This design comes from an exercise in tuning for small area, a short achievable clock period and few clock cycles per item on the open sky130 flow, not from production work. Only simulation tests tie the RTL to the original design; equivalence was not proved.

==> design/flow/design.v <==
module bubbleSort #(
    parameter SIZE_DATA = 16,
    parameter NUM_VALS  = 8
)(
    input  logic                         i_clk,
    input  logic                         i_rst_n,
    input  logic                         i_start,
    input  logic [NUM_VALS-1:0][SIZE_DATA-1:0]    i_data,
    output logic [NUM_VALS-1:0][SIZE_DATA-1:0]    o_data,
    output logic                         o_done
);
    logic [2:0] valid;
    always_ff @(posedge i_clk or negedge i_rst_n) begin
        if (!i_rst_n)
            valid <= '0;
        else
            valid <= {valid[1:0], i_start};
    end
    assign o_done = valid[2];
    logic s1_02, sn1_02;
    bs_cmp_00 c1_02 (.a(i_data[0]), .b(i_data[2]), .s(s1_02), .sn(sn1_02));
    logic s1_13, sn1_13;
    bs_cmp_00 c1_13 (.a(i_data[1]), .b(i_data[3]), .s(s1_13), .sn(sn1_13));
    logic s1_46, sn1_46;
    bs_cmp_00 c1_46 (.a(i_data[4]), .b(i_data[6]), .s(s1_46), .sn(sn1_46));
    logic s1_57, sn1_57;
    bs_cmp_00 c1_57 (.a(i_data[5]), .b(i_data[7]), .s(s1_57), .sn(sn1_57));
    logic [SIZE_DATA-1:0] k1_0, k1_2;
    bs_swap_00011 x1_02 (.a(i_data[0]), .b(i_data[2]), .s(s1_02), .sn(sn1_02), .lo(k1_0), .hi(k1_2));
    logic [SIZE_DATA-1:0] k1_1, k1_3;
    bs_swap_00000 x1_13 (.a(i_data[1]), .b(i_data[3]), .s(s1_13), .sn(sn1_13), .lo(k1_1), .hi(k1_3));
    logic [SIZE_DATA-1:0] k1_4, k1_6;
    bs_swap_00011 x1_46 (.a(i_data[4]), .b(i_data[6]), .s(s1_46), .sn(sn1_46), .lo(k1_4), .hi(k1_6));
    logic [SIZE_DATA-1:0] k1_5, k1_7;
    bs_swap_00011 x1_57 (.a(i_data[5]), .b(i_data[7]), .s(s1_57), .sn(sn1_57), .lo(k1_5), .hi(k1_7));
    logic [SIZE_DATA-1:0] r0_0;
    logic [SIZE_DATA-1:0] r0_1;
    logic [SIZE_DATA-1:0] r0_2;
    logic [SIZE_DATA-1:0] r0_3;
    logic [SIZE_DATA-1:0] r0_4;
    logic [SIZE_DATA-1:0] r0_5;
    logic [SIZE_DATA-1:0] r0_6;
    logic [SIZE_DATA-1:0] r0_7;
    always_ff @(posedge i_clk) begin
        r0_0 <= k1_0;
        r0_1 <= k1_1;
        r0_2 <= k1_2;
        r0_3 <= k1_3;
        r0_4 <= k1_4;
        r0_5 <= k1_5;
        r0_6 <= k1_6;
        r0_7 <= k1_7;
    end
    logic s2_04, sn2_04;
    bs_cmp_11 c2_04 (.a(r0_0), .b(r0_4), .s(s2_04), .sn(sn2_04));
    logic s2_15, sn2_15;
    bs_cmp_01 c2_15 (.a(r0_1), .b(r0_5), .s(s2_15), .sn(sn2_15));
    logic s2_26, sn2_26;
    bs_cmp_11 c2_26 (.a(r0_2), .b(r0_6), .s(s2_26), .sn(sn2_26));
    logic s2_37, sn2_37;
    bs_cmp_01 c2_37 (.a(r0_3), .b(r0_7), .s(s2_37), .sn(sn2_37));
    logic [SIZE_DATA-1:0] k2_0, k2_4;
    bs_swap_11100 x2_04 (.a(r0_0), .b(r0_4), .s(s2_04), .sn(sn2_04), .lo(k2_0), .hi(k2_4));
    logic [SIZE_DATA-1:0] k2_1, k2_5;
    bs_swap_01011 x2_15 (.a(r0_1), .b(r0_5), .s(s2_15), .sn(sn2_15), .lo(k2_1), .hi(k2_5));
    logic [SIZE_DATA-1:0] k2_2, k2_6;
    bs_swap_11100 x2_26 (.a(r0_2), .b(r0_6), .s(s2_26), .sn(sn2_26), .lo(k2_2), .hi(k2_6));
    logic [SIZE_DATA-1:0] k2_3, k2_7;
    bs_swap_01011 x2_37 (.a(r0_3), .b(r0_7), .s(s2_37), .sn(sn2_37), .lo(k2_3), .hi(k2_7));
    logic s3_01, sn3_01;
    bs_cmp_01 c3_01 (.a(k2_0), .b(k2_1), .s(s3_01), .sn(sn3_01));
    logic s3_23, sn3_23;
    bs_cmp_01 c3_23 (.a(k2_2), .b(k2_3), .s(s3_23), .sn(sn3_23));
    logic s3_45, sn3_45;
    bs_cmp_01 c3_45 (.a(k2_4), .b(k2_5), .s(s3_45), .sn(sn3_45));
    logic s3_67, sn3_67;
    bs_cmp_01 c3_67 (.a(k2_6), .b(k2_7), .s(s3_67), .sn(sn3_67));
    logic [SIZE_DATA-1:0] k3_0, k3_1;
    bs_swap_01100 x3_01 (.a(k2_0), .b(k2_1), .s(s3_01), .sn(sn3_01), .lo(k3_0), .hi(k3_1));
    logic [SIZE_DATA-1:0] k3_2, k3_3;
    bs_swap_01100 x3_23 (.a(k2_2), .b(k2_3), .s(s3_23), .sn(sn3_23), .lo(k3_2), .hi(k3_3));
    logic [SIZE_DATA-1:0] k3_4, k3_5;
    bs_swap_01011 x3_45 (.a(k2_4), .b(k2_5), .s(s3_45), .sn(sn3_45), .lo(k3_4), .hi(k3_5));
    logic [SIZE_DATA-1:0] k3_6, k3_7;
    bs_swap_01100 x3_67 (.a(k2_6), .b(k2_7), .s(s3_67), .sn(sn3_67), .lo(k3_6), .hi(k3_7));
    logic s4_24, sn4_24;
    bs_cmp_01 c4_24 (.a(k3_2), .b(k3_4), .s(s4_24), .sn(sn4_24));
    logic s4_35, sn4_35;
    bs_cmp_01 c4_35 (.a(k3_3), .b(k3_5), .s(s4_35), .sn(sn4_35));
    logic [SIZE_DATA-1:0] r1_0;
    logic [SIZE_DATA-1:0] r1_1;
    logic [SIZE_DATA-1:0] r1_2;
    logic [SIZE_DATA-1:0] r1_3;
    logic [SIZE_DATA-1:0] r1_4;
    logic [SIZE_DATA-1:0] r1_5;
    logic [SIZE_DATA-1:0] r1_6;
    logic [SIZE_DATA-1:0] r1_7;
    logic r1_s4_24;
    logic r1_sn4_24;
    logic r1_s4_35;
    logic r1_sn4_35;
    always_ff @(posedge i_clk) begin
        r1_0 <= k3_0;
        r1_1 <= k3_1;
        r1_2 <= k3_2;
        r1_3 <= k3_3;
        r1_4 <= k3_4;
        r1_5 <= k3_5;
        r1_6 <= k3_6;
        r1_7 <= k3_7;
        r1_s4_24 <= s4_24;
        r1_sn4_24 <= sn4_24;
        r1_s4_35 <= s4_35;
        r1_sn4_35 <= sn4_35;
    end
    logic [SIZE_DATA-1:0] k4_2, k4_4;
    bs_swap_01011 x4_24 (.a(r1_2), .b(r1_4), .s(r1_s4_24), .sn(r1_sn4_24), .lo(k4_2), .hi(k4_4));
    logic [SIZE_DATA-1:0] k4_3, k4_5;
    bs_swap_01100 x4_35 (.a(r1_3), .b(r1_5), .s(r1_s4_35), .sn(r1_sn4_35), .lo(k4_3), .hi(k4_5));
    logic s5_14, sn5_14;
    bs_cmp_01 c5_14 (.a(r1_1), .b(k4_4), .s(s5_14), .sn(sn5_14));
    logic s5_36, sn5_36;
    bs_cmp_00 c5_36 (.a(k4_3), .b(r1_6), .s(s5_36), .sn(sn5_36));
    logic [SIZE_DATA-1:0] k5_1, k5_4;
    bs_swap_01100 x5_14 (.a(r1_1), .b(k4_4), .s(s5_14), .sn(sn5_14), .lo(k5_1), .hi(k5_4));
    logic [SIZE_DATA-1:0] k5_3, k5_6;
    bs_swap_00011 x5_36 (.a(k4_3), .b(r1_6), .s(s5_36), .sn(sn5_36), .lo(k5_3), .hi(k5_6));
    logic s6_12, sn6_12;
    bs_cmp_01 c6_12 (.a(k5_1), .b(k4_2), .s(s6_12), .sn(sn6_12));
    logic s6_34, sn6_34;
    bs_cmp_10 c6_34 (.a(k5_3), .b(k5_4), .s(s6_34), .sn(sn6_34));
    logic s6_56, sn6_56;
    bs_cmp_01 c6_56 (.a(k4_5), .b(k5_6), .s(s6_56), .sn(sn6_56));
    logic [SIZE_DATA-1:0] k6_1, k6_2;
    bs_swap_01100 x6_12 (.a(k5_1), .b(k4_2), .s(s6_12), .sn(sn6_12), .lo(k6_1), .hi(k6_2));
    logic [SIZE_DATA-1:0] k6_3, k6_4;
    bs_swap_10100 x6_34 (.a(k5_3), .b(k5_4), .s(s6_34), .sn(sn6_34), .lo(k6_3), .hi(k6_4));
    logic [SIZE_DATA-1:0] k6_5, k6_6;
    bs_swap_01100 x6_56 (.a(k4_5), .b(k5_6), .s(s6_56), .sn(sn6_56), .lo(k6_5), .hi(k6_6));
    logic [SIZE_DATA-1:0] r2_0;
    logic [SIZE_DATA-1:0] r2_1;
    logic [SIZE_DATA-1:0] r2_2;
    logic [SIZE_DATA-1:0] r2_3;
    logic [SIZE_DATA-1:0] r2_4;
    logic [SIZE_DATA-1:0] r2_5;
    logic [SIZE_DATA-1:0] r2_6;
    logic [SIZE_DATA-1:0] r2_7;
    always_ff @(posedge i_clk) begin
        r2_0 <= r1_0;
        r2_1 <= k6_1;
        r2_2 <= k6_2;
        r2_3 <= k6_3;
        r2_4 <= k6_4;
        r2_5 <= k6_5;
        r2_6 <= k6_6;
        r2_7 <= r1_7;
    end
    assign o_data[0] = r2_0;
    assign o_data[1] = r2_1;
    assign o_data[2] = r2_2;
    assign o_data[3] = r2_3;
    assign o_data[4] = r2_4;
    assign o_data[5] = r2_5;
    assign o_data[6] = r2_6;
    assign o_data[7] = r2_7;
endmodule
module bs_cmp_00 (
    input  logic [15:0] a,
    input  logic [15:0] b,
    output logic        s,
    output logic        sn
);
    logic [15:0] bi;
    for (genvar i = 0; i < 16; i++) begin : ib
        bs_inv u (.A(b[i]), .Y(bi[i]));
    end
    logic [15:0] g0, p0;
    for (genvar i = 0; i < 16; i++) begin : lf
        bs_nand2 ug (.A(a[i]), .B(bi[i]), .Y(g0[i]));
        if (i > 0) begin : pp
            bs_nor2 up (.A(a[i]), .B(bi[i]), .Y(p0[i]));
        end else begin : np
            assign p0[i] = 1'b0;
        end
    end
    logic [7:0] g1, p1;
    for (genvar i = 0; i < 8; i++) begin : t1
        bs_o21ai ug (.A1(p0[2*i+1]), .A2(g0[2*i]), .B1(g0[2*i+1]), .Y(g1[i]));
        if (i > 0) begin : pp
            bs_nor2 up (.A(p0[2*i+1]), .B(p0[2*i]), .Y(p1[i]));
        end else begin : np
            assign p1[i] = 1'b0;
        end
    end
    logic [3:0] g2, p2;
    for (genvar i = 0; i < 4; i++) begin : t2
        bs_a21oi ug (.A1(p1[2*i+1]), .A2(g1[2*i]), .B1(g1[2*i+1]), .Y(g2[i]));
        if (i > 0) begin : pp
            bs_nand2 up (.A(p1[2*i+1]), .B(p1[2*i]), .Y(p2[i]));
        end else begin : np
            assign p2[i] = 1'b0;
        end
    end
    logic [1:0] g3, p3;
    for (genvar i = 0; i < 2; i++) begin : t3
        bs_o21ai ug (.A1(p2[2*i+1]), .A2(g2[2*i]), .B1(g2[2*i+1]), .Y(g3[i]));
        if (i > 0) begin : pp
            bs_nor2 up (.A(p2[2*i+1]), .B(p2[2*i]), .Y(p3[i]));
        end else begin : np
            assign p3[i] = 1'b0;
        end
    end
    bs_a21o urp (.A1(p3[1]), .A2(g3[0]), .B1(g3[1]), .X(s));
    bs_a21oi urn (.A1(p3[1]), .A2(g3[0]), .B1(g3[1]), .Y(sn));
endmodule
module bs_swap_00011 (
    input  logic [15:0] a,
    input  logic [15:0] b,
    input  logic        s,
    input  logic        sn,
    output logic [15:0] lo,
    output logic [15:0] hi
);
    for (genvar i = 0; i < 16; i++) begin : bit_
        bs_o22ai ulo (.A1(a[i]), .A2(s), .B1(b[i]), .B2(sn), .Y(lo[i]));
        bs_o22ai uhi (.A1(b[i]), .A2(s), .B1(a[i]), .B2(sn), .Y(hi[i]));
    end
endmodule
module bs_swap_00000 (
    input  logic [15:0] a,
    input  logic [15:0] b,
    input  logic        s,
    input  logic        sn,
    output logic [15:0] lo,
    output logic [15:0] hi
);
    for (genvar i = 0; i < 16; i++) begin : bit_
        bs_a22o ulo (.A1(b[i]), .A2(s), .B1(a[i]), .B2(sn), .X(lo[i]));
        bs_a22o uhi (.A1(a[i]), .A2(s), .B1(b[i]), .B2(sn), .X(hi[i]));
    end
endmodule
module bs_cmp_11 (
    input  logic [15:0] a,
    input  logic [15:0] b,
    output logic        s,
    output logic        sn
);
    logic [15:0] bi;
    for (genvar i = 0; i < 16; i++) begin : ib
        bs_inv u (.A(b[i]), .Y(bi[i]));
    end
    logic [15:0] g0, p0;
    for (genvar i = 0; i < 16; i++) begin : lf
        bs_nor2 ug (.A(a[i]), .B(bi[i]), .Y(g0[i]));
        if (i > 0) begin : pp
            bs_nand2 up (.A(a[i]), .B(bi[i]), .Y(p0[i]));
        end else begin : np
            assign p0[i] = 1'b0;
        end
    end
    logic [7:0] g1, p1;
    for (genvar i = 0; i < 8; i++) begin : t1
        bs_a21oi ug (.A1(p0[2*i+1]), .A2(g0[2*i]), .B1(g0[2*i+1]), .Y(g1[i]));
        if (i > 0) begin : pp
            bs_nand2 up (.A(p0[2*i+1]), .B(p0[2*i]), .Y(p1[i]));
        end else begin : np
            assign p1[i] = 1'b0;
        end
    end
    logic [3:0] g2, p2;
    for (genvar i = 0; i < 4; i++) begin : t2
        bs_o21ai ug (.A1(p1[2*i+1]), .A2(g1[2*i]), .B1(g1[2*i+1]), .Y(g2[i]));
        if (i > 0) begin : pp
            bs_nor2 up (.A(p1[2*i+1]), .B(p1[2*i]), .Y(p2[i]));
        end else begin : np
            assign p2[i] = 1'b0;
        end
    end
    logic [1:0] g3, p3;
    for (genvar i = 0; i < 2; i++) begin : t3
        bs_a21oi ug (.A1(p2[2*i+1]), .A2(g2[2*i]), .B1(g2[2*i+1]), .Y(g3[i]));
        if (i > 0) begin : pp
            bs_nand2 up (.A(p2[2*i+1]), .B(p2[2*i]), .Y(p3[i]));
        end else begin : np
            assign p3[i] = 1'b0;
        end
    end
    bs_o21ai urp (.A1(p3[1]), .A2(g3[0]), .B1(g3[1]), .Y(s));
    bs_o21a urn (.A1(p3[1]), .A2(g3[0]), .B1(g3[1]), .X(sn));
endmodule
module bs_cmp_01 (
    input  logic [15:0] a,
    input  logic [15:0] b,
    output logic        s,
    output logic        sn
);
    logic [15:0] g0, p0;
    for (genvar i = 0; i < 16; i++) begin : lf
        bs_nand2 ug (.A(a[i]), .B(b[i]), .Y(g0[i]));
        if (i > 0) begin : pp
            bs_nor2 up (.A(a[i]), .B(b[i]), .Y(p0[i]));
        end else begin : np
            assign p0[i] = 1'b0;
        end
    end
    logic [7:0] g1, p1;
    for (genvar i = 0; i < 8; i++) begin : t1
        bs_o21ai ug (.A1(p0[2*i+1]), .A2(g0[2*i]), .B1(g0[2*i+1]), .Y(g1[i]));
        if (i > 0) begin : pp
            bs_nor2 up (.A(p0[2*i+1]), .B(p0[2*i]), .Y(p1[i]));
        end else begin : np
            assign p1[i] = 1'b0;
        end
    end
    logic [3:0] g2, p2;
    for (genvar i = 0; i < 4; i++) begin : t2
        bs_a21oi ug (.A1(p1[2*i+1]), .A2(g1[2*i]), .B1(g1[2*i+1]), .Y(g2[i]));
        if (i > 0) begin : pp
            bs_nand2 up (.A(p1[2*i+1]), .B(p1[2*i]), .Y(p2[i]));
        end else begin : np
            assign p2[i] = 1'b0;
        end
    end
    logic [1:0] g3, p3;
    for (genvar i = 0; i < 2; i++) begin : t3
        bs_o21ai ug (.A1(p2[2*i+1]), .A2(g2[2*i]), .B1(g2[2*i+1]), .Y(g3[i]));
        if (i > 0) begin : pp
            bs_nor2 up (.A(p2[2*i+1]), .B(p2[2*i]), .Y(p3[i]));
        end else begin : np
            assign p3[i] = 1'b0;
        end
    end
    bs_a21o urp (.A1(p3[1]), .A2(g3[0]), .B1(g3[1]), .X(s));
    bs_a21oi urn (.A1(p3[1]), .A2(g3[0]), .B1(g3[1]), .Y(sn));
endmodule
module bs_swap_11100 (
    input  logic [15:0] a,
    input  logic [15:0] b,
    input  logic        s,
    input  logic        sn,
    output logic [15:0] lo,
    output logic [15:0] hi
);
    for (genvar i = 0; i < 16; i++) begin : bit_
        bs_o22ai ulo (.A1(a[i]), .A2(s), .B1(b[i]), .B2(sn), .Y(lo[i]));
        bs_o22ai uhi (.A1(b[i]), .A2(s), .B1(a[i]), .B2(sn), .Y(hi[i]));
    end
endmodule
module bs_swap_01011 (
    input  logic [15:0] a,
    input  logic [15:0] b,
    input  logic        s,
    input  logic        sn,
    output logic [15:0] lo,
    output logic [15:0] hi
);
    for (genvar i = 0; i < 16; i++) begin : bit_
        logic bi;
        bs_inv ub (.A(b[i]), .Y(bi));
        bs_o22ai ulo (.A1(a[i]), .A2(s), .B1(bi), .B2(sn), .Y(lo[i]));
        bs_o22ai uhi (.A1(bi), .A2(s), .B1(a[i]), .B2(sn), .Y(hi[i]));
    end
endmodule
module bs_swap_01100 (
    input  logic [15:0] a,
    input  logic [15:0] b,
    input  logic        s,
    input  logic        sn,
    output logic [15:0] lo,
    output logic [15:0] hi
);
    for (genvar i = 0; i < 16; i++) begin : bit_
        logic ai;
        bs_inv ua (.A(a[i]), .Y(ai));
        bs_o22ai ulo (.A1(ai), .A2(s), .B1(b[i]), .B2(sn), .Y(lo[i]));
        bs_o22ai uhi (.A1(b[i]), .A2(s), .B1(ai), .B2(sn), .Y(hi[i]));
    end
endmodule
module bs_cmp_10 (
    input  logic [15:0] a,
    input  logic [15:0] b,
    output logic        s,
    output logic        sn
);
    logic [15:0] g0, p0;
    for (genvar i = 0; i < 16; i++) begin : lf
        bs_nor2 ug (.A(a[i]), .B(b[i]), .Y(g0[i]));
        if (i > 0) begin : pp
            bs_nand2 up (.A(a[i]), .B(b[i]), .Y(p0[i]));
        end else begin : np
            assign p0[i] = 1'b0;
        end
    end
    logic [7:0] g1, p1;
    for (genvar i = 0; i < 8; i++) begin : t1
        bs_a21oi ug (.A1(p0[2*i+1]), .A2(g0[2*i]), .B1(g0[2*i+1]), .Y(g1[i]));
        if (i > 0) begin : pp
            bs_nand2 up (.A(p0[2*i+1]), .B(p0[2*i]), .Y(p1[i]));
        end else begin : np
            assign p1[i] = 1'b0;
        end
    end
    logic [3:0] g2, p2;
    for (genvar i = 0; i < 4; i++) begin : t2
        bs_o21ai ug (.A1(p1[2*i+1]), .A2(g1[2*i]), .B1(g1[2*i+1]), .Y(g2[i]));
        if (i > 0) begin : pp
            bs_nor2 up (.A(p1[2*i+1]), .B(p1[2*i]), .Y(p2[i]));
        end else begin : np
            assign p2[i] = 1'b0;
        end
    end
    logic [1:0] g3, p3;
    for (genvar i = 0; i < 2; i++) begin : t3
        bs_a21oi ug (.A1(p2[2*i+1]), .A2(g2[2*i]), .B1(g2[2*i+1]), .Y(g3[i]));
        if (i > 0) begin : pp
            bs_nand2 up (.A(p2[2*i+1]), .B(p2[2*i]), .Y(p3[i]));
        end else begin : np
            assign p3[i] = 1'b0;
        end
    end
    bs_o21ai urp (.A1(p3[1]), .A2(g3[0]), .B1(g3[1]), .Y(s));
    bs_o21a urn (.A1(p3[1]), .A2(g3[0]), .B1(g3[1]), .X(sn));
endmodule
module bs_swap_10100 (
    input  logic [15:0] a,
    input  logic [15:0] b,
    input  logic        s,
    input  logic        sn,
    output logic [15:0] lo,
    output logic [15:0] hi
);
    for (genvar i = 0; i < 16; i++) begin : bit_
        logic bi;
        bs_inv ub (.A(b[i]), .Y(bi));
        bs_o22ai ulo (.A1(a[i]), .A2(s), .B1(bi), .B2(sn), .Y(lo[i]));
        bs_o22ai uhi (.A1(bi), .A2(s), .B1(a[i]), .B2(sn), .Y(hi[i]));
    end
endmodule
module bs_inv (
    input  logic A,
    output logic Y
);
    assign Y = ~A;
endmodule
module bs_nand2 (
    input  logic A,
    input  logic B,
    output logic Y
);
    assign Y = ~(A & B);
endmodule
module bs_nor2 (
    input  logic A,
    input  logic B,
    output logic Y
);
    assign Y = ~(A | B);
endmodule
module bs_nand2b (
    input  logic A_N,
    input  logic B,
    output logic Y
);
    assign Y = A_N | ~B;
endmodule
module bs_nor2b (
    input  logic A,
    input  logic B_N,
    output logic Y
);
    assign Y = ~A & B_N;
endmodule
module bs_a21oi (
    input  logic A1,
    input  logic A2,
    input  logic B1,
    output logic Y
);
    assign Y = ~((A1 & A2) | B1);
endmodule
module bs_o21ai (
    input  logic A1,
    input  logic A2,
    input  logic B1,
    output logic Y
);
    assign Y = ~((A1 | A2) & B1);
endmodule
module bs_a21o (
    input  logic A1,
    input  logic A2,
    input  logic B1,
    output logic X
);
    assign X = (A1 & A2) | B1;
endmodule
module bs_o21a (
    input  logic A1,
    input  logic A2,
    input  logic B1,
    output logic X
);
    assign X = (A1 | A2) & B1;
endmodule
module bs_o22ai (
    input  logic A1,
    input  logic A2,
    input  logic B1,
    input  logic B2,
    output logic Y
);
    assign Y = ~((A1 | A2) & (B1 | B2));
endmodule
module bs_a22o (
    input  logic A1,
    input  logic A2,
    input  logic B1,
    input  logic B2,
    output logic X
);
    assign X = (A1 & A2) | (B1 & B2);
endmodule
module bs_o2bb2ai (
    input  logic A1_N,
    input  logic A2_N,
    input  logic B1,
    input  logic B2,
    output logic Y
);
    assign Y = (A1_N & A2_N) | (~B1 & ~B2);
endmodule
==> design/flow/flow/run.sh <==
#!/bin/bash
# Layout flow: the standard ORFS flow (standard.sh) with these changes:
#  - synthesis: if flow/cells_map.v exists, the design's gate-level leaf
#    modules (bs_*) are mapped onto the sky130hd cells of the same function
#    before the rest of synth_recipe.tcl runs; the remaining logic is mapped
#    with flow/abc.script instead of ORFS's abc_area.script. The register
#    mapping is unchanged.
#  - the make variables in flow/make_vars.txt (one VAR=value per line) are
#    added to the make command line, e.g. a larger SETUP_SLACK_MARGIN so
#    repair_timing sizes and buffers the critical paths.
# Each tool's log stays in orfs/logs/; the make output goes to standard_custom.log.
set -euo pipefail
HERE=$(pwd)
cp "$FLOW_HOME/scripts/synth.tcl" synth_abc.tcl
sed -i "s|^source \$::env(SCRIPTS_DIR)/synth_preamble.tcl|&\nset abc_args [lreplace \$abc_args 1 1 $HERE/flow/abc.script]|" synth_abc.tcl
if [[ -f flow/cells_map.v ]]; then
  sed -i "0,/^hierarchy -check -top \$::env(DESIGN_NAME)/s||&\ntechmap -map $HERE/flow/cells_map.v|" synth_abc.tcl
fi
sed "s|\$::env(SCRIPTS_DIR)/synth.tcl|$HERE/synth_abc.tcl|" synth_recipe.tcl > synth_recipe_abc.tcl
EXTRA=""
while IFS= read -r line; do
  [[ -z "$line" || "$line" == \#* ]] && continue
  EXTRA="$EXTRA '$line'"
done < flow/make_vars.txt
sed -e "s|SYNTH_SCRIPT=[^ ]*|SYNTH_SCRIPT=$HERE/synth_recipe_abc.tcl|" \
    -e "s|\"\${@:-finish}\"|$EXTRA &|" standard.sh > standard_custom.sh
bash standard_custom.sh "$@" > standard_custom.log 2>&1
==> design/flow/flow/abc.script <==
strash
dch
map -B 0.9
topo
stime -c
buffer -c
upsize -c
dnsize -c
==> design/flow/flow/cells_map.v <==
// Maps the design's gate-level leaf modules (bs_*) onto the sky130hd cells
// of the same function, drive strength 1.

module bs_inv (A, Y);
    input A;
    output Y;
    sky130_fd_sc_hd__inv_1 _TECHMAP_REPLACE_ (.A(A), .Y(Y));
endmodule

module bs_nand2 (A, B, Y);
    input A, B;
    output Y;
    sky130_fd_sc_hd__nand2_1 _TECHMAP_REPLACE_ (.A(A), .B(B), .Y(Y));
endmodule

module bs_nor2 (A, B, Y);
    input A, B;
    output Y;
    sky130_fd_sc_hd__nor2_1 _TECHMAP_REPLACE_ (.A(A), .B(B), .Y(Y));
endmodule

module bs_nand2b (A_N, B, Y);
    input A_N, B;
    output Y;
    sky130_fd_sc_hd__nand2b_1 _TECHMAP_REPLACE_ (.A_N(A_N), .B(B), .Y(Y));
endmodule

module bs_nor2b (A, B_N, Y);
    input A, B_N;
    output Y;
    sky130_fd_sc_hd__nor2b_1 _TECHMAP_REPLACE_ (.A(A), .B_N(B_N), .Y(Y));
endmodule

module bs_a21oi (A1, A2, B1, Y);
    input A1, A2, B1;
    output Y;
    sky130_fd_sc_hd__a21oi_1 _TECHMAP_REPLACE_ (.A1(A1), .A2(A2), .B1(B1), .Y(Y));
endmodule

module bs_o21ai (A1, A2, B1, Y);
    input A1, A2, B1;
    output Y;
    sky130_fd_sc_hd__o21ai_1 _TECHMAP_REPLACE_ (.A1(A1), .A2(A2), .B1(B1), .Y(Y));
endmodule

module bs_a21o (A1, A2, B1, X);
    input A1, A2, B1;
    output X;
    sky130_fd_sc_hd__a21o_1 _TECHMAP_REPLACE_ (.A1(A1), .A2(A2), .B1(B1), .X(X));
endmodule

module bs_o21a (A1, A2, B1, X);
    input A1, A2, B1;
    output X;
    sky130_fd_sc_hd__o21a_1 _TECHMAP_REPLACE_ (.A1(A1), .A2(A2), .B1(B1), .X(X));
endmodule

module bs_o22ai (A1, A2, B1, B2, Y);
    input A1, A2, B1, B2;
    output Y;
    sky130_fd_sc_hd__o22ai_1 _TECHMAP_REPLACE_ (.A1(A1), .A2(A2), .B1(B1), .B2(B2), .Y(Y));
endmodule

module bs_a22o (A1, A2, B1, B2, X);
    input A1, A2, B1, B2;
    output X;
    sky130_fd_sc_hd__a22o_1 _TECHMAP_REPLACE_ (.A1(A1), .A2(A2), .B1(B1), .B2(B2), .X(X));
endmodule

module bs_o2bb2ai (A1_N, A2_N, B1, B2, Y);
    input A1_N, A2_N, B1, B2;
    output Y;
    sky130_fd_sc_hd__o2bb2ai_1 _TECHMAP_REPLACE_ (.A1_N(A1_N), .A2_N(A2_N), .B1(B1), .B2(B2), .Y(Y));
endmodule
==> design/flow/flow/make_vars.txt <==
SETUP_SLACK_MARGIN=10.6
BUFFER_PORTS_ARGS=-buffer_cell sky130_fd_sc_hd__buf_1
CTS_ARGS=-sink_clustering_enable -repair_clock_nets -dont_use_dummy_load -buf_list {sky130_fd_sc_hd__clkbuf_8} -sink_clustering_size 20 -sink_clustering_max_diameter 50
==> design/flow/standard.sh <==
#!/bin/bash
# synth_recipe.tcl (not shown) runs the flow's synth.tcl, then flattens the netlist and writes it again
# the make line also repeats each setting of config.mk as NAME=value (left out here)
make -C /OpenROAD-flow-scripts/flow DESIGN_CONFIG=/design/flow/config.mk WORK_HOME=/design/flow/orfs CLKGATE_MAP_FILE= SYNTH_SCRIPT=/design/flow/synth_recipe.tcl "${@:-finish}"
==> design/flow/config.mk <==
export PLATFORM = sky130hd
export DESIGN_NAME = bubbleSort
export DESIGN_NICKNAME = bubbleSort
export VERILOG_FILES = /design/flow/design.v
export SDC_FILE = /design/flow/constraint.sdc
export NUM_CORES = 8
export LEC_CHECK = 0
export ABC_AREA = 1
export CAP_MARGIN = 50
export CORE_MARGIN = 2
export CORE_UTILIZATION = 40
export SLEW_MARGIN = 50
==> design/flow/constraint.sdc <==
create_clock -name core_clock -period 15.0 [get_ports {i_clk}]
set_input_delay 3.0000 -clock core_clock [delete_from_list [all_inputs] [get_ports {i_clk}]]
set_output_delay 3.0000 -clock core_clock [all_outputs]
set_load 0.01 [all_outputs]
==> results of run 1 <==
## metrics by stage
step | instance area (sq um) | cells
2_1_floorplan | 17500 | 2405
3_3_place_gp | 19300 | 3252
3_5_place_dp | 19400 | 3254
4_1_cts | 19900 | 3290
5_1_grt | 20100 | 3302
6_report | 20100 | 3302
## synth_stat cells
cell and number:
o21ai_1 175, inv_1 304, dfrtp_1 3, dfxtp_1 388, a22o_1 32, o22ai_1 576
a21oi_1 110, a21o_1 16, nor2_1 425, nand2_1 373, o21a_1 3
## per-layer routing
layer	routed length [um]	part of all wire (%)	vias up
li1	-	-	9145
met1	25200	43	8069
met2	26400	45	664
met3	4370	7.5	119
met4	2510	4.3	0
met5	0	0	-
## cell families after synthesis
family	Yosys count
AND/OR/NAND/NOR	798
buffers and inverters	304
AO/OA/AOI/OAI	912
flip-flops	391
## worst max-delay path by stage
stage | startpoint | end | slack [ns]
6_report | r0_4[5] | r1_s4_35 | 10.81
5_1_grt | r0_4[3] | r1_s4_24 | 10.59
4_1_cts | r0_4[5] | r1_s4_35 | 10.73
3_5_place_dp | i_data[97] | r0_4[15] | 10.15
3_3_place_gp | i_data[65] | r0_4[15] | 10.01
2_1_floorplan | i_data[39] | r0_0[0] | 10.60
## layout make-up
class / count / area, sq um / area share, %
well taps: 585 / 732 / 3.64
flip-flops and latches: 391 / 7850 / 39.0
multi-input cells: 1711 / 8710 / 43.3
inverters: 304 / 1140 / 5.68
repair buffers: 275 / 1170 / 5.83
clock buffers: 36 / 495 / 2.47
## repair_timing
action	4_1_cts	5_1_grt
resized for setup	0	7
hold endpoints to repair	0	0
endpoints found under the setup margin	0	6
==> summary.md, run 1 <==
| Metric | Value |
|---|---|
| Post-synthesis simple-gate area fraction | 17.2% |
| CTS H-Tree Depth | 2 |
| Die Y | 213 um |
| DRC | 0 |
| Starting Density | 40.5% |
| Largest net degree at the start of global routing | 33 |
| Post-synthesis mux area share | 0% |
| WHS Endpoint | r2_7[7] |
| Hold Path Class | flip-flop to flip-flop |
| XOR/XNOR Fraction of Synth Area | 0% |
| Global-route wire length before repair | between 80 and 90 mm |
| Ant diodes | 0 |
| Ports | 260 |
| Worst path max stage delay | 0.44 ns |
| Global route total overflow | 0 |
| Worst R2R Setup Slack | 10.81 ns |
| Total CTS buffers | 36 |
| Crit path capture type | flip-flop |
| Reg clk slew, reported paths | 0.11 ns |
| Root Driver | clkbuf_8 |
| Crit path max fanout | 32 |
| Max Cap Viol | 0 |
| Met2 GRT Util | around two fifths |
| Adder-cell area share of the yosys netlist | 0% |
| Period utilization | 28.0% |
| Most common cell after layout, fill and taps aside | o22ai_1 |
| Slew headroom | 50.9% |
| Worst Skew | between 0.09 and 0.1 ns |
| Mean post-synth cell area | 7.25 sq um |
| Dominant cells by area after synthesis | dfxtp_1 45%, o22ai_1 21%, nor2_1 9.2% |
| Post-route setup TNS | 0 ns |
| Final hold violation count | 0 |
| Fill count | 4379 |
| Initial antenna violation count | 0 |
| Total routed wirelength | 58.4 mm |
| Worst Slack Setup Final | 10.81 ns |
| Yosys cell types | 11 |
| Busiest metal layer after global routing | met2 |
| Min Tclk post-route | 4.19 ns |
| Number of global-route vias before repair | 15794 |
| Clk latency of the worst-skew pair | ~0.63 ns |
| Crit Path Class | flip-flop to flip-flop |
| Sink Count | just under 400 |
| Syn nets | 2536 |
| Initial drt markers | between 1000 and 1500 |
| Worst endpoint required time | 15.53 ns |
| Reg-to-reg endpoint | r1_s4_35 |
| Syn Inst Count | approximately 2400 |
| Hold Crit Start | r1_7[7] |
| Placed wire-length estimate | around 47 mm |
| Grt met1 use | 32.0% |
| Sequential area share after synthesis | 45.0% |
| Post-CTS setup buffer count | 0 |
| CTS tree | yes |
| Die Area | 0.0453 sq mm |
| Slew @ Worst Pin | around 0.74 ns |
| M3 GR Usage | 4.35% |
| Core area | 0.0431 sq mm |
| Final core utilization | between 40% and 50% |
| Setup violators final | 0 |
| Synthesized flop and latch total | roughly 390 |
| Delay-heaviest family, CP | compound AO/OA/AOI/OAI gates |
| Antenna-violating nets left | 0 |
| Commonest non-fill, non-tap cells in the layout | 572 x o22ai_1, 425 x nor2_1, 384 x dfxtp_1 |
| Vias per cell | 5.45 |
| Buffers on Ports | 259 |
| Share of layout cells above drive strength 1 | 3.50% |
| Worst Path Buf+Inv | 2 |
| Area leader, netlist | dfxtp_1 |
| DR vias | 17997 |
| Clk buf depth | 3 |
| Post-synthesis compound-gate area fraction | 31.3% |
| Crit path arrival time | 4.72 ns |
| CP Cell Sequence | inv_1 -> nand2_1 -> a21oi_1 -> o21ai_1 -> a21oi_1 -> o21a_4 -> o22ai_1 -> nor2_1 -> o21ai_1 -> a21oi_1 -> o21ai_1 -> a21oi_4 -> buf_6 -> o22ai_1 -> nor2_1 -> o21ai_1 -> a21oi_1 -> o21ai_1 -> a21o_1 |
| Layout overhead on the synthesized area | 15.3% |
| Row count | 76 |
| Place WS | 10.15 ns |
| Mapped Area | 0.0174 sq mm |
| Unrepaired setup endpoints after global routing | no |
| Reg2reg path depth | 19 |
| Crit-path slowest cell | a21oi_1 |
| CP dominant cell by count | o21ai_1 |
| Hold Path Depth | 0 |
| Yosys top cell area share | ~45% |
| Initial DRT Pass Iterations | 6 |
| Critical path launch point type | flip-flop |
| Crit path depth | 19 |
| Total number of yosys warnings | 1 |
| Die Wd | roughly 210 um |
| Placer congestion estimate | between 0.8 and 0.9 |
| Final nets | 2850 |
| Status | finished clean |
| Reg2Reg Launch Point | r0_4[5] |
| Avg WL per Cell | between 15 and 20 um |
| Slew Viols, Final | 0 |
| CTS Hold Buffers Added | 0 |
| Total Routing Usage GR | 25.0% |
| Max frequency | 238 MHz |
| Hold WS | 0.318 ns |
| Largest family of logic cells by synthesized area | compound AO/OA/AOI/OAI gates |
Testbench counts, summed over its fixed seeds: cycles 2,072, sets 2,048.
==> run 2: changes to the inputs <==
==> design/flow/flow/make_vars.txt (replaced) <==
SETUP_SLACK_MARGIN=10.6
BUFFER_PORTS_ARGS=-buffer_cell sky130_fd_sc_hd__buf_1
CTS_ARGS=-sink_clustering_enable -repair_clock_nets -dont_use_dummy_load -buf_list {sky130_fd_sc_hd__clkbuf_8} -sink_clustering_size 24 -sink_clustering_max_diameter 60
==> summary.md, run 2 <==
| Metric | Value |
|---|---|
| Status | finished clean |
| Slew headroom | 47.8% (-3.1 points) |
| Worst endpoint required time | 12.00 ns (-3.53 ns) |
| Crit path arrival time | 1.24 ns (-3.48 ns) |
| DR vias | 18038 (+0.23%) |
| Placed wire-length estimate | 46.9 mm (unchanged) |
| Sequential area share after synthesis | 45.0% (unchanged) |
| Most numerous cell in the Yosys netlist | o22ai_1 |
| Delay-heaviest family, CP | flip-flops |
| Area leader, netlist | dfxtp_1 |
| Number of global-route vias before repair | 15765 (-0.18%) |
| Worst setup path startpoint | r2_0[14] |
| Slew @ Worst Pin | 0.783 ns (+0.0463 ns) |
| Unrepaired setup endpoints after global routing | no |
| Global-route wire length before repair | 86.1 mm (-0.27%) |
| Root Driver | clkbuf_8 |
| Total number of yosys warnings | 1 (unchanged) |
| Predominant post-synthesis flop cell | dfxtp_1 |
| Ports | 260 (unchanged) |
| Crit-path slowest cell | dfxtp_1 |
| Initial antenna violation count | 0 (unchanged) |
| Place WS | 10.15 ns (unchanged) |
| Die Y | 213 um (unchanged) |
| Total Routing Usage GR | 24.7% (-0.25 points) |
| Core area | 0.0431 sq mm (unchanged) |
| Clk buf depth | 3 (unchanged) |
| Row count | 76 (unchanged) |
| Reg2Reg Launch Point | r0_7[7] |
| Yosys top cell area share | 44.6% (unchanged) |
| Max Cap Viol | 0 (unchanged) |
| CTS tree | yes |
| Period utilization | 28.3% (+0.31 points) |
| Final nets | 2843 (-0.25%) |
| Final core utilization | 46.5% (-0.19 points) |
| Ant diodes | 0 (unchanged) |
| Worst Slack Setup Final | 10.76 ns (-0.0468 ns) |
| Reg-to-reg endpoint | r1_s4_24 |
| Die Wd | 213 um (unchanged) |
| Resized cells post-CTS | 0 (unchanged) |
| Commonest non-fill, non-tap cells in the layout | 569 x o22ai_1, 425 x nor2_1, 384 x dfxtp_1 |
| Worst Skew | 0.0990 ns (+0.000408 ns) |
| Initial DRT Pass Iterations | 9 (+3) |
| Buffers on Ports | 259 (unchanged) |
| Global route total overflow | 0 (unchanged) |
| Dominant cells by area after synthesis | dfxtp_1 45%, o22ai_1 21%, nor2_1 9.2% |
| Initial drt markers | 1374 (-3.3%) |
| Post-route setup TNS | 0 ns (unchanged) |
| Most common cell after layout, fill and taps aside | o22ai_1 |
| Hold Crit Start | r1_7[7] |
| Total CTS buffers | 29 (-19%) |
| Hold WS | 0.262 ns (-0.0555 ns) |
| Hold Path Class | flip-flop to flip-flop |
| Antenna-violating nets left | 0 (unchanged) |
| Crit path max fanout | 1 (-97%) |
| Avg WL per Cell | 17.7 um (-0.12%) |
| Starting Density | 40.5% (unchanged) |
| Number of flops mapped to enable cells by yosys | 0 (unchanged) |
| Placer congestion estimate | 0.897 (unchanged) |
| Syn Inst Count | 2405 (unchanged) |
| Post-synth top cells | 576 x o22ai_1, 425 x nor2_1, 388 x dfxtp_1 |
| Worst Path Buf+Inv | 1 (-1) |
| Layout overhead on the synthesized area | 14.8% |
| Reg clk slew, reported paths | 0.12 ns (about the same) |
| Hold Path Depth | 0 (unchanged) |
| Critical path launch point type | flip-flop |
| Total routed wirelength | 58.2 mm (-0.33%) |
| Vias per cell | 5.47 (+0.44%) |
| Min Tclk post-route | 4.24 ns (+0.0468 ns) |
| CP Cell Sequence | buf_1 |
| DRC | 0 (unchanged) |
| WHS Endpoint | r2_7[7] |
| CTS H-Tree Depth | 1 (-1) |
| Crit path capture type | primary output |
| Setup violators final | 0 (unchanged) |
| Share of layout cells above drive strength 1 | 3.39% (-0.10 points) |
| Crit Path Class | flip-flop to primary output |
| Slew Viols, Final | 0 (unchanged) |
| Syn nets | 2536 (unchanged) |
| Max frequency | 236 MHz (-1.1%) |
| Worst R2R Setup Slack | 10.90 ns (+0.09 ns) |
| Mapped Area | 0.0174 sq mm (unchanged) |
| Reg2reg path depth | 18 (-1) |
| CTS Hold Buffers Added | 0 (unchanged) |
| Synthesized flop and latch total | 391 (unchanged) |
| Mean post-synth cell area | 7.25 sq um (unchanged) |
| Yosys cell types | 11 (unchanged) |
| Clk latency of the worst-skew pair | 0.66 ns (+0.03 ns) |
| Final hold violation count | 0 (unchanged) |
| Fill count | 4392 (+0.30%) |
| Die Area | 0.0453 sq mm (unchanged) |
| Sink Count | 391 (unchanged) |
| Worst path max stage delay | 0.41 ns (-0.03 ns) |
| FFs w/ async S/R, synth | 0.767% (unchanged) |
| Largest net degree at the start of global routing | 33 (unchanged) |
| Post-CTS setup buffer count | 0 (unchanged) |
==> run 2: cell counts after synthesis <==
Identical to the previous run, type by type.
==> run 2: layer usage <==
layer	vias to the layer above	track usage [%]	wire [um]
met5	-	0	0
met4	0	11.6	2660
met3	130	4.04	4310
met2	653	40.3	26200
met1	8136	32.0	25100
li1	9119	-	-
==> run 2: cell families after synthesis <==
logic type,Yosys count,synth area share [%]
AND/OR/NAND/NOR,798,17.2
buffers and inverters,304,6.55
flip-flops,391,45.0
AO/OA/AOI/OAI,912,31.3
==> run 2: layout make-up <==
| cell class | instances | area [sq um] | area share, % |
|---|---|---|---|
| Inverter | 304 | 1140 | 5.70 |
| Timing Repair Buffer | 275 | 1170 | 5.85 |
| Tap cell | 585 | 732 | 3.66 |
| Clock buffer | 29 | 399 | 1.99 |
| Sequential cell | 391 | 7850 | 39.2 |
| Multi-Input combinational cell | 1711 | 8730 | 43.6 |
==> run 2: worst max path at each step <==
stage,end,depth (start not counted)
3_5_place_dp,r0_4[15],8
3_3_place_gp,r0_4[15],7
2_1_floorplan,r0_0[0],7
4_1_cts,o_data[14],1
5_1_grt,r1_s4_24,18
6_report,o_data[14],1
==> run 2: metrics by stage <==
stage	instances	instance area [sq um]
after floorplan	2405	17500
after global placement	3252	19300
after detailed placement	3254	19400
after CTS	3283	19800
after global routing	3295	20000
final	3295	20000
==> run 3: changes to the inputs <==
--- a/design/flow/flow/cells_map.v
+++ b/design/flow/flow/cells_map.v
@@ -73,2 +73,25 @@
     sky130_fd_sc_hd__o2bb2ai_1 _TECHMAP_REPLACE_ (.A1_N(A1_N), .A2_N(A2_N), .B1(B1), .B2(B2), .Y(Y));
 endmodule
+module bs_or2 (A, B, X);
+    input A, B;
+    output X;
+    sky130_fd_sc_hd__or2_1 _TECHMAP_REPLACE_ (.A(A), .B(B), .X(X));
+endmodule
+
+module bs_a222oi (A1, A2, B1, B2, C1, C2, Y);
+    input A1, A2, B1, B2, C1, C2;
+    output Y;
+    sky130_fd_sc_hd__a222oi_1 _TECHMAP_REPLACE_ (.A1(A1), .A2(A2), .B1(B1), .B2(B2), .C1(C1), .C2(C2), .Y(Y));
+endmodule
+
+module bs_nor3 (A, B, C, Y);
+    input A, B, C;
+    output Y;
+    sky130_fd_sc_hd__nor3_1 _TECHMAP_REPLACE_ (.A(A), .B(B), .C(C), .Y(Y));
+endmodule
+
+module bs_nor4 (A, B, C, D, Y);
+    input A, B, C, D;
+    output Y;
+    sky130_fd_sc_hd__nor4_1 _TECHMAP_REPLACE_ (.A(A), .B(B), .C(C), .D(D), .Y(Y));
+endmodule
==> design/flow/flow/make_vars.txt (replaced) <==
SETUP_SLACK_MARGIN=10.6
BUFFER_PORTS_ARGS=-buffer_cell sky130_fd_sc_hd__buf_1
CTS_ARGS=-sink_clustering_enable -repair_clock_nets -dont_use_dummy_load -buf_list {sky130_fd_sc_hd__clkbuf_8} -sink_clustering_size 20 -sink_clustering_max_diameter 60
SKIP_CTS_REPAIR_TIMING=1
==> summary.md, run 3 <==
| Metric | Value |
|---|---|
| Delay-heaviest family, CP | flip-flops |
| Yosys cell types | 11 (unchanged) |
| Row count | 76 (unchanged) |
| Share of layout cells above drive strength 1 | 3.36% (-0.037 points) |
| Predominant post-synthesis flop cell | dfxtp_1 |
| Critical path launch point type | flip-flop |
| Period utilization | 28.2% (-0.089 points) |
| Fill count | 4392 (unchanged) |
| Initial antenna violation count | 0 (unchanged) |
| Ports | 260 (unchanged) |
| Sequential area share after synthesis | 45.0% (unchanged) |
| Synthesized flop and latch total | 391 (unchanged) |
| Final nets | 2843 (unchanged) |
| Mapped Area | 0.0174 sq mm (unchanged) |
| Clk latency of the worst-skew pair | 0.65 ns (about the same) |
| Max Cap Viol | 0 (unchanged) |
| Final core utilization | 46.5% (about the same) |
| Reg clk slew, reported paths | 0.11 ns (about the same) |
| Syn nets | 2536 (unchanged) |
| Antenna-violating nets left | 0 (unchanged) |
| Dominant cells by area after synthesis | dfxtp_1 45%, o22ai_1 21%, nor2_1 9.2% |
| CTS tree | yes |
| Unrepaired setup endpoints after global routing | no |
| Largest net degree at the start of global routing | 33 (unchanged) |
| Avg WL per Cell | 17.6 um (-0.12%) |
| Crit path max fanout | 1 (unchanged) |
| Root Driver | clkbuf_8 |
| Global-route wire length before repair | 86.0 mm (about the same) |
| Die Wd | 213 um (unchanged) |
| Min Tclk post-route | 4.23 ns (-0.0134 ns) |
| Total Routing Usage GR | 24.7% (about the same) |
| Layout overhead on the synthesized area | 14.8% (about the same) |
| Slew @ Worst Pin | 0.772 ns (-0.0104 ns) |
| Max frequency | 237 MHz (+0.32%) |
| Hold Path Class | flip-flop to flip-flop |
| CP Cell Sequence | buf_1 |
| Slew headroom | 48.5% (+0.69 points) |
| Mean post-synth cell area | 7.25 sq um (unchanged) |
| Core area | 0.0431 sq mm (unchanged) |
| Most numerous cell in the Yosys netlist | o22ai_1 |
| Number of flops mapped to enable cells by yosys | 0 (unchanged) |
| Buffers on Ports | 259 (unchanged) |
| DRC | 0 (unchanged) |
| Initial DRT Pass Iterations | 6 (-3) |
| Slew Viols, Final | 0 (unchanged) |
| Final hold violation count | 0 (unchanged) |
| Worst Slack Setup Final | 10.77 ns (+0.0134 ns) |
| Crit path arrival time | 1.23 ns (about the same) |
| Crit Path Class | flip-flop to primary output |
| Clk buf depth | 3 (unchanged) |
| Post-route setup TNS | 0 ns (unchanged) |
| Global route total overflow | 0 (unchanged) |
| Total routed wirelength | 58.2 mm (-0.12%) |
| Number of global-route vias before repair | 15753 (-0.076%) |
| Total number of yosys warnings | 1 (unchanged) |
| Post-synth top cells | 576 x o22ai_1, 425 x nor2_1, 388 x dfxtp_1 |
| Area leader, netlist | dfxtp_1 |
| Hold WS | 0.297 ns (+0.0347 ns) |
| Commonest non-fill, non-tap cells in the layout | 570 x o22ai_1, 425 x nor2_1, 384 x dfxtp_1 |
| Most common cell after layout, fill and taps aside | o22ai_1 |
| Die Area | 0.0453 sq mm (unchanged) |
| Placed wire-length estimate | 46.9 mm (unchanged) |
| Total CTS buffers | 29 (unchanged) |
| Starting Density | 40.5% (unchanged) |
| Place WS | 10.15 ns (unchanged) |
| Worst path max stage delay | 0.41 ns (about the same) |
| FFs w/ async S/R, synth | 0.767% (unchanged) |
| Ant diodes | 0 (unchanged) |
| Sink Count | 391 (unchanged) |
| Worst Skew | 0.0689 ns (-0.0301 ns) |
| Yosys top cell area share | 44.6% (unchanged) |
| Syn Inst Count | 2405 (unchanged) |
| Die Y | 213 um (unchanged) |
| Setup violators final | 0 (unchanged) |
| Initial drt markers | 1410 (+2.6%) |
| Crit-path slowest cell | dfxtp_1 |
| Worst Path Buf+Inv | 1 (unchanged) |
| Worst endpoint required time | 12.00 ns (about the same) |
| Vias per cell | 5.45 (-0.38%) |
| CTS H-Tree Depth | 1 (unchanged) |
| Status | finished clean |
| DR vias | 17970 (-0.38%) |
| Crit path capture type | primary output |
| Placer congestion estimate | 0.897 (unchanged) |
[run 3: changes by cell type in the layout (fill, tap and decap cells not counted)]
cell	previous run	this run
o22ai_1	569	570
o22ai_2	7	6
[run 3: stage by stage]
| step | instance area [sq um] | std cells |
|---|---|---|
| 4_1_cts | 19800 | 3283 |
| 6_report | 20000 | 3295 |
| 5_1_grt | 20000 | 3295 |
| 3_5_place_dp | 19400 | 3254 |
| 2_1_floorplan | 17500 | 2405 |
| 3_3_place_gp | 19300 | 3252 |
[run 3: path summary, 6_finish.rpt]
| check | start | depth (start not counted) | endpoint | slack (ns) |
|---|---|---|---|---|
| worst max register to register | r0_4[11] | 19 | r1_s4_35 | 10.91 |
| max in group asynchronous | i_rst_n | 1 | valid[0] | 12.71 |
| min in group asynchronous | i_rst_n | 1 | valid[2] | 2.14 |
| worst min register to register | r1_7[7] | 0 | r2_7[7] | 0.30 |
| worst max-delay path | r2_0[14] | 1 | o_data[14] | 10.77 |
| worst min-delay path | r1_7[7] | 0 | r2_7[7] | 0.30 |
[run 3: logic make-up (layout without fill, tap and decap cells)]
family / Yosys count / in the layout / share of synthesized area, %
flops: 391 / 391 / 45.0
compound gates: 912 / 913 / 31.3
buf+inv: 304 / 608 / 6.55
simple gates: 798 / 798 / 17.2
[run 3: layer usage]
layer	up-vias	global-route usage, %	wire length (um)
met5	-	0	0
met4	0	10.9	2370
met3	109	3.82	4260
met2	631	40.6	26300
met1	8115	32.0	25200
li1	9115	-	-
[run 3: final cells by class]
cell class / instances / area (sq um) / share of cell area [%]
sequential: 391 / 7850 / 39.2
clock buffer: 29 / 399 / 1.99
tap: 585 / 732 / 3.66
inverter: 304 / 1140 / 5.70
timing repair buffer: 275 / 1170 / 5.85
multi-input combinational: 1711 / 8720 / 43.6
==> run 4: changes to the inputs <==
==> design/flow/flow/make_vars.txt (replaced) <==
SETUP_SLACK_MARGIN=10.6
BUFFER_PORTS_ARGS=-buffer_cell sky130_fd_sc_hd__buf_1
CTS_ARGS=-sink_clustering_enable -repair_clock_nets -dont_use_dummy_load -buf_list {sky130_fd_sc_hd__clkbuf_8} -sink_clustering_size 20 -sink_clustering_max_diameter 60
--- a/design/flow/config.mk
+++ b/design/flow/config.mk
@@ -10,3 +10,4 @@
 export CORE_MARGIN = 2
 export CORE_UTILIZATION = 40
+export PLACE_DENSITY = 0.72
 export SLEW_MARGIN = 50
==> summary.md, run 4 <==
| Metric | Value |
|---|---|
| Resized cells post-CTS | 0 |
| Yosys top cell area share | 44.6% (unchanged) |
| Final hold violation count | 0 (unchanged) |
| Most numerous cell in the Yosys netlist | o22ai_1 |
| Number of flops mapped to enable cells by yosys | 0 (unchanged) |
| Setup violators final | 0 (unchanged) |
| Worst path max stage delay | 0.41 ns (about the same) |
| Core area | 0.0431 sq mm (unchanged) |
| Share of layout cells above drive strength 1 | 3.32% (-0.038 points) |
| Status | finished clean |
| Crit path max fanout | 1 (unchanged) |
| Slew @ Worst Pin | 0.832 ns (+0.0599 ns) |
| Placer congestion estimate | 0.970 (+8.1%) |
| Buffers on Ports | 259 (unchanged) |
| Max frequency | 237 MHz (+0.16%) |
| Layout overhead on the synthesized area | 14.8% (about the same) |
| Crit path capture type | primary output |
| Starting Density | 40.5% (unchanged) |
| Syn nets | 2536 (unchanged) |
| Most common cell after layout, fill and taps aside | o22ai_1 |
| Number of global-route vias before repair | 15921 (+1.1%) |
| Delay-heaviest family, CP | flip-flops |
| Dominant cells by area after synthesis | dfxtp_1 45%, o22ai_1 21%, nor2_1 9.2% |
| Syn Inst Count | 2405 (unchanged) |
| Slew headroom | 44.5% (-4.0 points) |
| Worst endpoint required time | 12.00 ns (about the same) |
| Antenna-violating nets left | 0 (unchanged) |
| DRC | 0 (unchanged) |
| Global-route wire length before repair | 87.5 mm (+1.7%) |
| Hold WS | 0.280 ns (-0.0171 ns) |
| Total Routing Usage GR | 24.8% (+0.16 points) |
| Min Tclk post-route | 4.22 ns (-0.00690 ns) |
| Post-synth top cells | 576 x o22ai_1, 425 x nor2_1, 388 x dfxtp_1 |
| Mean post-synth cell area | 7.25 sq um (unchanged) |
| Crit-path slowest cell | dfxtp_1 |
| Die Wd | 213 um (unchanged) |
| Crit Path Class | flip-flop to primary output |
| Clk buf depth | 3 (unchanged) |
| Hold Crit Start | r1_7[0] |
| Row count | 76 (unchanged) |
| Max Cap Viol | 0 (unchanged) |
| Initial DRT Pass Iterations | 8 (+2) |
| Global route total overflow | 0 (unchanged) |
| Initial antenna violation count | 1 (+1) |
| Die Y | 213 um (unchanged) |
| Total CTS buffers | 29 (unchanged) |
| Critical path launch point type | flip-flop |
| Crit path arrival time | 1.22 ns (about the same) |
| Post-route setup TNS | 0 ns (unchanged) |
| Avg WL per Cell | 17.9 um (+1.2%) |
| CTS tree | yes |
| FFs w/ async S/R, synth | 0.767% (unchanged) |
| Root Driver | clkbuf_8 |
| Initial drt markers | 1784 (+27%) |
| Sink Count | 391 (unchanged) |
| Mapped Area | 0.0174 sq mm (unchanged) |
| CP Cell Sequence | buf_1 |
| Predominant post-synthesis flop cell | dfxtp_1 |
| Synthesized flop and latch total | 391 (unchanged) |
| Placed wire-length estimate | 47.0 mm (+0.13%) |
| Total number of yosys warnings | 1 (unchanged) |
| Area leader, netlist | dfxtp_1 |
| Hold Path Class | flip-flop to flip-flop |
| CTS Hold Buffers Added | 0 |
| Yosys cell types | 11 (unchanged) |
| Sequential area share after synthesis | 45.0% (unchanged) |
| Final nets | 2844 (+0.035%) |
| DR vias | 18480 (+2.8%) |
| Worst Skew | 0.0848 ns (+0.0159 ns) |
| CTS H-Tree Depth | 1 (unchanged) |
| Worst Path Buf+Inv | 1 (unchanged) |
| Commonest non-fill, non-tap cells in the layout | 571 x o22ai_1, 425 x nor2_1, 384 x dfxtp_1 |
| Post-CTS setup buffer count | 0 |
| Period utilization | 28.1% (-0.046 points) |
| Ports | 260 (unchanged) |
| Die Area | 0.0453 sq mm (unchanged) |
| Vias per cell | 5.61 (+2.8%) |
| Worst setup path startpoint | r2_0[8] |
| Total routed wirelength | 58.9 mm (+1.2%) |
| Reg clk slew, reported paths | 0.11 ns (about the same) |
| Largest net degree at the start of global routing | 33 (unchanged) |
| Reg2Reg Launch Point | r0_3[7] |
| Slew Viols, Final | 0 (unchanged) |
| Clk latency of the worst-skew pair | 0.65 ns (about the same) |
| Unrepaired setup endpoints after global routing | yes |
run 4: per-stage QoR:
step | instances | utilization [%] | setup slack, ns | area, sq um
after floorplan | 2405 | - | 10.60 | 17500
after global routing | 3297 | 46.5 | 10.60 | 20000
after detailed placement | 3254 | 45.0 | 10.19 | 19400
final | 3297 | 46.5 | 10.78 | 20000
after global placement | 3252 | 44.7 | 10.02 | 19300
after CTS | 3283 | 45.9 | 10.63 | 19800
run 4: kinds of logic (layout without fill, tap and decap cells):
group	count (synthesis)	in the layout	synth area share, %
flops	391	391	45.0
buf+inv	304	610	6.55
simple gates	798	798	17.2
compound gates	912	912	31.3
other cells	0	1	0
run 4: layer usage:
metal / track usage (%) / vias up / share of wire, %
met3: 2.84 / 130 / 8.7
met2: 41.4 / 856 / 45
li1: - / 9134 / -
met1: 33.1 / 8360 / 42
met4: 9.24 / 0 / 3.8
met5: 0 / - / 0
run 4: worst paths after layout:
path                        endpoint  slack, ns  depth (start not counted)
max in group asynchronous   valid[0]      12.70                          1
min                          r2_7[0]       0.28                          0
min in group asynchronous   valid[2]       2.15                          1
max                        o_data[8]      10.78                          1
max reg2reg                 r1_s4_35      10.86                         18
min reg2reg                  r2_7[0]       0.28                          0
run 4: final cells by class:
type | count | area, sq um
clock buffer | 29 | 399
inverter | 304 | 1140
tap | 585 | 732
timing repair buffer | 277 | 1180
fill | 4327 | 23100
antenna | 1 | 2.50
sequential | 391 | 7850
multi-input combinational | 1710 | 8710
==> run 5: changes to the inputs <==
--- a/design/flow/config.mk
+++ b/design/flow/config.mk
@@ -10,4 +10,4 @@
 export CORE_MARGIN = 2
 export CORE_UTILIZATION = 40
-export PLACE_DENSITY = 0.72
+export GPL_TIMING_DRIVEN = 0
 export SLEW_MARGIN = 50
==> summary.md, run 5 <==
| Metric | Value |
|---|---|
| Unrepaired setup endpoints after global routing | no |
| Clk buf depth | 3 (unchanged) |
| Top layer in use | met4 |
| Total number of yosys warnings | 1 (unchanged) |
| Worst Slack Setup Final | 10.78 ns (+0.00430 ns) |
| Non-filler cells, final | 3295 (-0.061%) |
| Starting Density | 40.5% (unchanged) |
| Wire length on met2 | 26.2 mm (-1.7%) |
| Hold Path Depth | 0 (unchanged) |
| Reg-to-reg endpoint | r1_s4_35 |
| Final hold violation count | 0 (unchanged) |
| Vias per cell | 5.46 (-2.6%) |
| Initial antenna violation count | 0 (-1) |
| Met1 WL | 25.2 mm (+1.3%) |
| Hold Crit Start | r1_7[0] |
| Initial DRT Pass Iterations | 9 (+1) |
| Sink Count | 391 (unchanged) |
| Buffers on Ports | 259 (unchanged) |
| Placer congestion estimate | 0.942 (-2.9%) |
| Global-route wire length before repair | 86.3 mm (-1.4%) |
| Crit Path Class | primary input to flip-flop |
| Slew headroom | 55.1% (+11 points) |
| Wire length on met3 | 3.94 mm (-23%) |
| Critical path launch point type | primary input |
| DRC | 0 (unchanged) |
| Slew @ Worst Pin | 0.674 ns (-0.159 ns) |
| Max Cap Viol | 0 (unchanged) |
| Number of flops mapped to enable cells by yosys | 0 (unchanged) |
| Worst endpoint required time | 15.43 ns (+3.43 ns) |
| Row count | 76 (unchanged) |
| Place WS | 10.15 ns (-0.0398 ns) |
| Area leader, netlist | dfxtp_1 |
| Reg2reg path depth | 18 (unchanged) |
| Setup violators final | 0 (unchanged) |
| Die Area | 0.0453 sq mm (unchanged) |
| Most numerous cell in the Yosys netlist | o22ai_1 |
| Max frequency | 237 MHz (+0.10%) |
| CTS tree | yes |
| Reg clk slew, reported paths | 0.09 ns (-0.02 ns) |
| Worst R2R Setup Slack | 10.80 ns (-0.06 ns) |
| Period utilization | 28.1% (-0.029 points) |
| Antenna-violating nets left | 0 (unchanged) |
| Min Tclk post-route | 4.22 ns (-0.00430 ns) |
| Post-synth top cells | 576 x o22ai_1, 425 x nor2_1, 388 x dfxtp_1 |
| CTS Hold Buffers Added | 0 (unchanged) |
| Yosys top cell area share | 44.6% (unchanged) |
| Reg2Reg Launch Point | r0_0[10] |
| Die Y | 213 um (unchanged) |
| Total CTS buffers | 29 (unchanged) |
| Avg WL per Cell | 17.4 um (-2.4%) |
| Initial drt markers | 1683 (-5.7%) |
| Mapped Area | 0.0174 sq mm (unchanged) |
| Ant diodes | 0 (-1) |
| Predominant post-synthesis flop cell | dfxtp_1 |
| Most common cell after layout, fill and taps aside | o22ai_1 |
| Mean post-synth cell area | 7.25 sq um (unchanged) |
| Crit path capture type | flip-flop |
| Yosys cell types | 11 (unchanged) |
| Total Routing Usage GR | 24.5% (-0.29 points) |
| Dominant cells by area after synthesis | dfxtp_1 45%, o22ai_1 21%, nor2_1 9.2% |
| Crit path arrival time | 4.64 ns (+3.42 ns) |
| Post-route setup TNS | 0 ns (unchanged) |
| Syn Inst Count | 2405 (unchanged) |
| FFs w/ async S/R, synth | 0.767% (unchanged) |
| Ports | 260 (unchanged) |
| CTS H-Tree Depth | 1 (unchanged) |
| Clk latency of the worst-skew pair | 0.63 ns (-0.02 ns) |
| Placed wire-length estimate | 46.6 mm (-0.72%) |
| DP Cell Count | 3256 (+0.061%) |
| Die Wd | 213 um (unchanged) |
| Root Driver | clkbuf_8 |
| Layout overhead on the synthesized area | 15.3% |
| Sequential area share after synthesis | 45.0% (unchanged) |
| Global route total overflow | 0 (unchanged) |
| WHS Endpoint | r2_7[0] |
| Syn nets | 2536 (unchanged) |
| DR vias | 17981 (-2.7%) |
| Worst setup path startpoint | i_data[81] |
| Commonest non-fill, non-tap cells in the layout | 563 x o22ai_1, 425 x nor2_1, 384 x dfxtp_1 |
| Core area | 0.0431 sq mm (unchanged) |
| Total routed wirelength | 57.4 mm (-2.4%) |
| Number of global-route vias before repair | 15644 (-1.7%) |
| Share of layout cells above drive strength 1 | 3.65% (+0.33 points) |
| Largest net degree at the start of global routing | 33 (unchanged) |
| Slew Viols, Final | 0 (unchanged) |
| Hold Path Class | flip-flop to flip-flop |
| Worst Skew | 0.0548 ns (-0.0300 ns) |
| Status | finished clean |
| Crit path max fanout | 32 (+31) |
| Synthesized flop and latch total | 391 (unchanged) |
| Final nets | 2843 (-0.035%) |
[run 5: cell counts after synthesis]
Identical to the previous run, type by type.
[run 5: metrics by stage]
stage / area, sq um / utilization, % / hold slack (ns)
floorplan: 17500 / - / 0.310
global placement: 19200 / 44.6 / 0.313
detailed placement: 19500 / 45.3 / 0.312
CTS: 19900 / 46.2 / 0.298
global route: 20100 / 46.7 / 0.299
finish: 20100 / 46.7 / 0.294
[run 5: cells by family (layout without fill, tap and decap cells)]
| kind of cell | count (synthesis) | after routing | share of synthesized area, % |
|---|---|---|---|
| AOI/OAI and AO/OA | 912 | 912 | 31.3 |
| buffers and inverters | 304 | 609 | 6.55 |
| and+or+nand+nor | 798 | 798 | 17.2 |
| DFF | 391 | 391 | 45.0 |
[run 5: worst max-delay path, cell delays in order]
cell,delay [ns]
buf_1,0.15
nor2_1,0.07
o21ai_1,0.18
a21oi_1,0.09
o21ai_1,0.39
a21o_2,0.56
o22ai_1,0.18
[run 5: metal layers]
metal | track usage [%] | vias to the layer above
li1 | - | 9110
met1 | 32.7 | 8090
met2 | 40.8 | 683
met3 | 2.94 | 98
met4 | 9.33 | 0
met5 | 0 | -
[run 5: layout make-up]
cell class / instances / area (sq um)
clock buffers: 29 / 399
fillers: 4370 / 23000
inverters: 304 / 1140
multi-input cells: 1710 / 8790
flip-flops and latches: 391 / 7850
well taps: 585 / 732
repair buffers: 276 / 1190
[run 5: how the worst max path moves through the flow]
stage          slack, ns        end  depth (start not counted)
2_1_floorplan      10.60    r0_0[0]                          7
3_3_place_gp        8.99    r1_6[0]                         12
3_5_place_dp       10.15    r0_7[6]                          8
4_1_cts            10.61   r1_s4_35                         17
5_1_grt            10.60  r1_sn4_24                         19
6_report           10.78   r0_7[13]                          7
[run 5: what timing repair did]
action,4_1_cts,5_1_grt
hold endpoints to repair,0,0
setup buffers,0,0
pin swaps,1,0
resized for setup,1,11
endpoints found under the setup margin,2,11

## what the ideal ports hide
In the flow no input, the clock included, has a driving cell. The finished layouts below were timed again as built, in two steps. Step 1 sets driving cells, clkbuf_16 on the clock port and buf_2 on the other inputs (assumed; they add their load-dependent delay and slew). Step 2 also shifts input and output timing later by t, the mid clock arrival at the registers, as if the neighbouring blocks saw the same clock. Three values: no drivers, after step 1, after step 2; two values: the first two.
run | t, ns | setup WS [ns] | worst setup path at the end
run 1 | 0.633 | 10.807 / 10.755 / 10.249 | input to register
run 2 | 0.670 | 10.760 / 10.705 / 10.168 | input to register
run 3 | 0.670 | 10.774 / 10.721 / 10.151 | input to register
run 4 | 0.665 | 10.781 / 10.723 / 10.260 | input to register
run 5 | 0.661 | 10.785 / 10.776 / 10.152 | input to register
After both steps every run listed still meets setup and hold. For run 5, which loses most, drivers alone change the setup slack by -0.009 ns; drivers and shift together by -0.633 ns.
